This design comes from an exercise in tuning for small area and a short achievable clock period on the open sky130 flow, not from production work.
The RTL was checked by simulation tests, not by an equivalence proof against the original design.

Setup of red:
// Float8Mac16_3stage
module Float8Mac16_3stage #(
    parameter int unsigned N_WAY  = 16,
    parameter int unsigned PADBIT = 10
)(
    input  logic               clk,
    input  logic               rst_n,
    input  logic [8*N_WAY-1:0] din_X,
    input  logic [8*N_WAY-1:0] din_W,
    input  logic               din_valid,
    output logic [15:0]        dout,
    output logic               dout_valid
);
Size: ~6500 cells after synthesis, about 49000 um^2 of cells after synthesis.
Settings: LEC_CHECK=0, ABC_AREA=1, CAP_MARGIN=20, CORE_MARGIN=2, CORE_UTILIZATION=60, CTS_BUF_LIST=sky130_fd_sc_hd__clkbuf_16, CTS_CLUSTER_DIAMETER=120, CTS_CLUSTER_SIZE=32, PLACE_DENSITY=0.75, SLEW_MARGIN=20, BUFFER_PORTS_ARGS=-buffer_cell sky130_fd_sc_hd__buf_2; clock period 44.0 ns.
standard.sh (not shown) runs the stock make flow with config.mk's settings and CLKGATE_MAP_FILE= SYNTH_SCRIPT=/design/flow/synth_recipe.tcl, a recipe that flattens the netlist after the stock synthesis.
==> flow/flow/run.sh <==
#!/bin/bash
# The standard layout, with the port buffers made of sky130_fd_sc_hd__buf_2
# instead of the cell buffer_ports picks by default (clkdlybuf4s50_1, a delay cell).
set -euo pipefail
echo 'export BUFFER_PORTS_ARGS = -buffer_cell sky130_fd_sc_hd__buf_2' >> config.mk
bash standard.sh > flow.log 2>&1
red finished every step from synthesis to the final layout, and the layout passed the timing, DRC and antenna checks.
## Diff of input files: blue against red
- swapping 32 for 22 in CTS_CLUSTER_SIZE
- swapping 120 for 90 in CTS_CLUSTER_DIAMETER
==> comparison <==
- blue finished all stages; the layout is clean.
- Going from red to blue, wire length grew slightly.
- Compared with red, blue shows post-route cell area higher by 0.82%.
- Proportion of final cell area spent on non-clock buffers of red is on par with blue.
- Ratio of routed vias to standard cells: blue vs red — no meaningful difference
## Diff of input files: green against blue
- clearing CTS_BUF_LIST, which used to be sky130_fd_sc_hd__clkbuf_16
- clearing CTS_CLUSTER_SIZE, which used to be 22
- clearing CTS_CLUSTER_DIAMETER, which used to be 90
==> comparison <==
- Maximum frequency: green vs blue down about 0.4%
- Changes observed in green relative to blue: setup slack dropped 0.042 ns; multi-input gate share of total cell area dropped 0.96 points; share of the clock period used by the worst path barely changed; clock transition at the registers of the reported paths dropped 0.02 ns.
- Area added between synthesis and finish: blue and green compared, higher one is green
- Core utilization: green higher than blue
- green drops more vias than blue.

* * *

## run C
Float8Mac16_3stage, a different RTL version from the one above (not shown whole).
For scale: about 6600 cells after synthesis, ~540 flip-flops, ~280 I/O pins, roughly 49000 sq um of cells after synthesis.
==> flow/config.mk <==
export PLATFORM = sky130hd
export DESIGN_NAME = Float8Mac16_3stage
export DESIGN_NICKNAME = Float8Mac16_3stage
export VERILOG_FILES = /design/flow/design.v
export SDC_FILE = /design/flow/constraint.sdc
export NUM_CORES = 4
export LEC_CHECK = 0
export ABC_AREA = 1
export CAP_MARGIN = 20
export CORE_MARGIN = 2
export CORE_UTILIZATION = 40
export CTS_BUF_LIST = sky130_fd_sc_hd__clkbuf_16
export CTS_CLUSTER_DIAMETER = 120
export CTS_CLUSTER_SIZE = 32
export PLACE_DENSITY = 0.6
export SLEW_MARGIN = 20
export BUFFER_PORTS_ARGS = -buffer_cell sky130_fd_sc_hd__buf_2
==> flow/constraint.sdc <==
create_clock -name core_clock -period 44.0 [get_ports {clk}]
set_input_delay 8.8000 -clock core_clock [delete_from_list [all_inputs] [get_ports {clk}]]
set_output_delay 8.8000 -clock core_clock [all_outputs]
set_load 0.01 [all_outputs]
Scripts as last shown in full above: flow/flow/run.sh
Relative to run C, the following input files were edited for run B:
# run C
export LEC_CHECK = 0
export ABC_AREA = 1
export CAP_MARGIN = 20
export CORE_MARGIN = 2
export CORE_UTILIZATION = 40
export CTS_BUF_LIST = sky130_fd_sc_hd__clkbuf_16
export CTS_CLUSTER_DIAMETER = 120
export CTS_CLUSTER_SIZE = 32
export PLACE_DENSITY = 0.6
export SLEW_MARGIN = 20
export BUFFER_PORTS_ARGS = -buffer_cell sky130_fd_sc_hd__buf_2
create_clock -name core_clock -period 44.0 [get_ports {clk}]
# run B
export LEC_CHECK = 0
export ABC_AREA = 1
export CAP_MARGIN = 20
export CORE_MARGIN = 2
export CORE_UTILIZATION = 40
export CTS_BUF_LIST = sky130_fd_sc_hd__clkbuf_8
export CTS_CLUSTER_DIAMETER = 60
export CTS_CLUSTER_SIZE = 16
export PLACE_DENSITY = 0.6
export SLEW_MARGIN = 20
export BUFFER_PORTS_ARGS = -buffer_cell sky130_fd_sc_hd__buf_2
create_clock -name core_clock -period 44.0 [get_ports {clk}]
Going from run C to run B, clock buffer count from CTS grew by more than 100%.
NOTE: worst hold slack in run B exceeds that of run C
The final antenna diode count reported for run B is greater than that of run C by 1.

==> what the ideal ports hide <==
The flow's constraints put no driver on any port. The routed layouts listed below were extracted and timed again, unchanged, in two steps.
Step 1 sets driving cells, clkbuf_16 on the clock port and buf_2 on the other inputs (assumed; they add their load-dependent delay and slew).
Step 2, shift: input delay + t, output delay - t, t = (earliest + latest rising clock arrival at the registers) / 2. This alone moves slack from input paths to output paths.
Slacks: no drivers / after step 1 / after step 2; pairs: no drivers / after step 1.
run	t, ns	slack for setup (ns)	worst setup path after step 2
red	0.689	34.054 / 33.986 / 33.881	input to register
blue	0.665	34.099 / 34.027 / 33.866	input to register
green	0.725	34.056 / 33.985 / 33.875	input to register
run C	0.724	34.056 / 33.977 / 33.856	input to register
run B	0.810	33.976 / 33.901 / 33.843	input to register
After both steps setup and hold are still met in every run listed. The setup slack of blue, which loses most, moves by -0.072 ns with the drivers and by -0.233 ns with both steps.
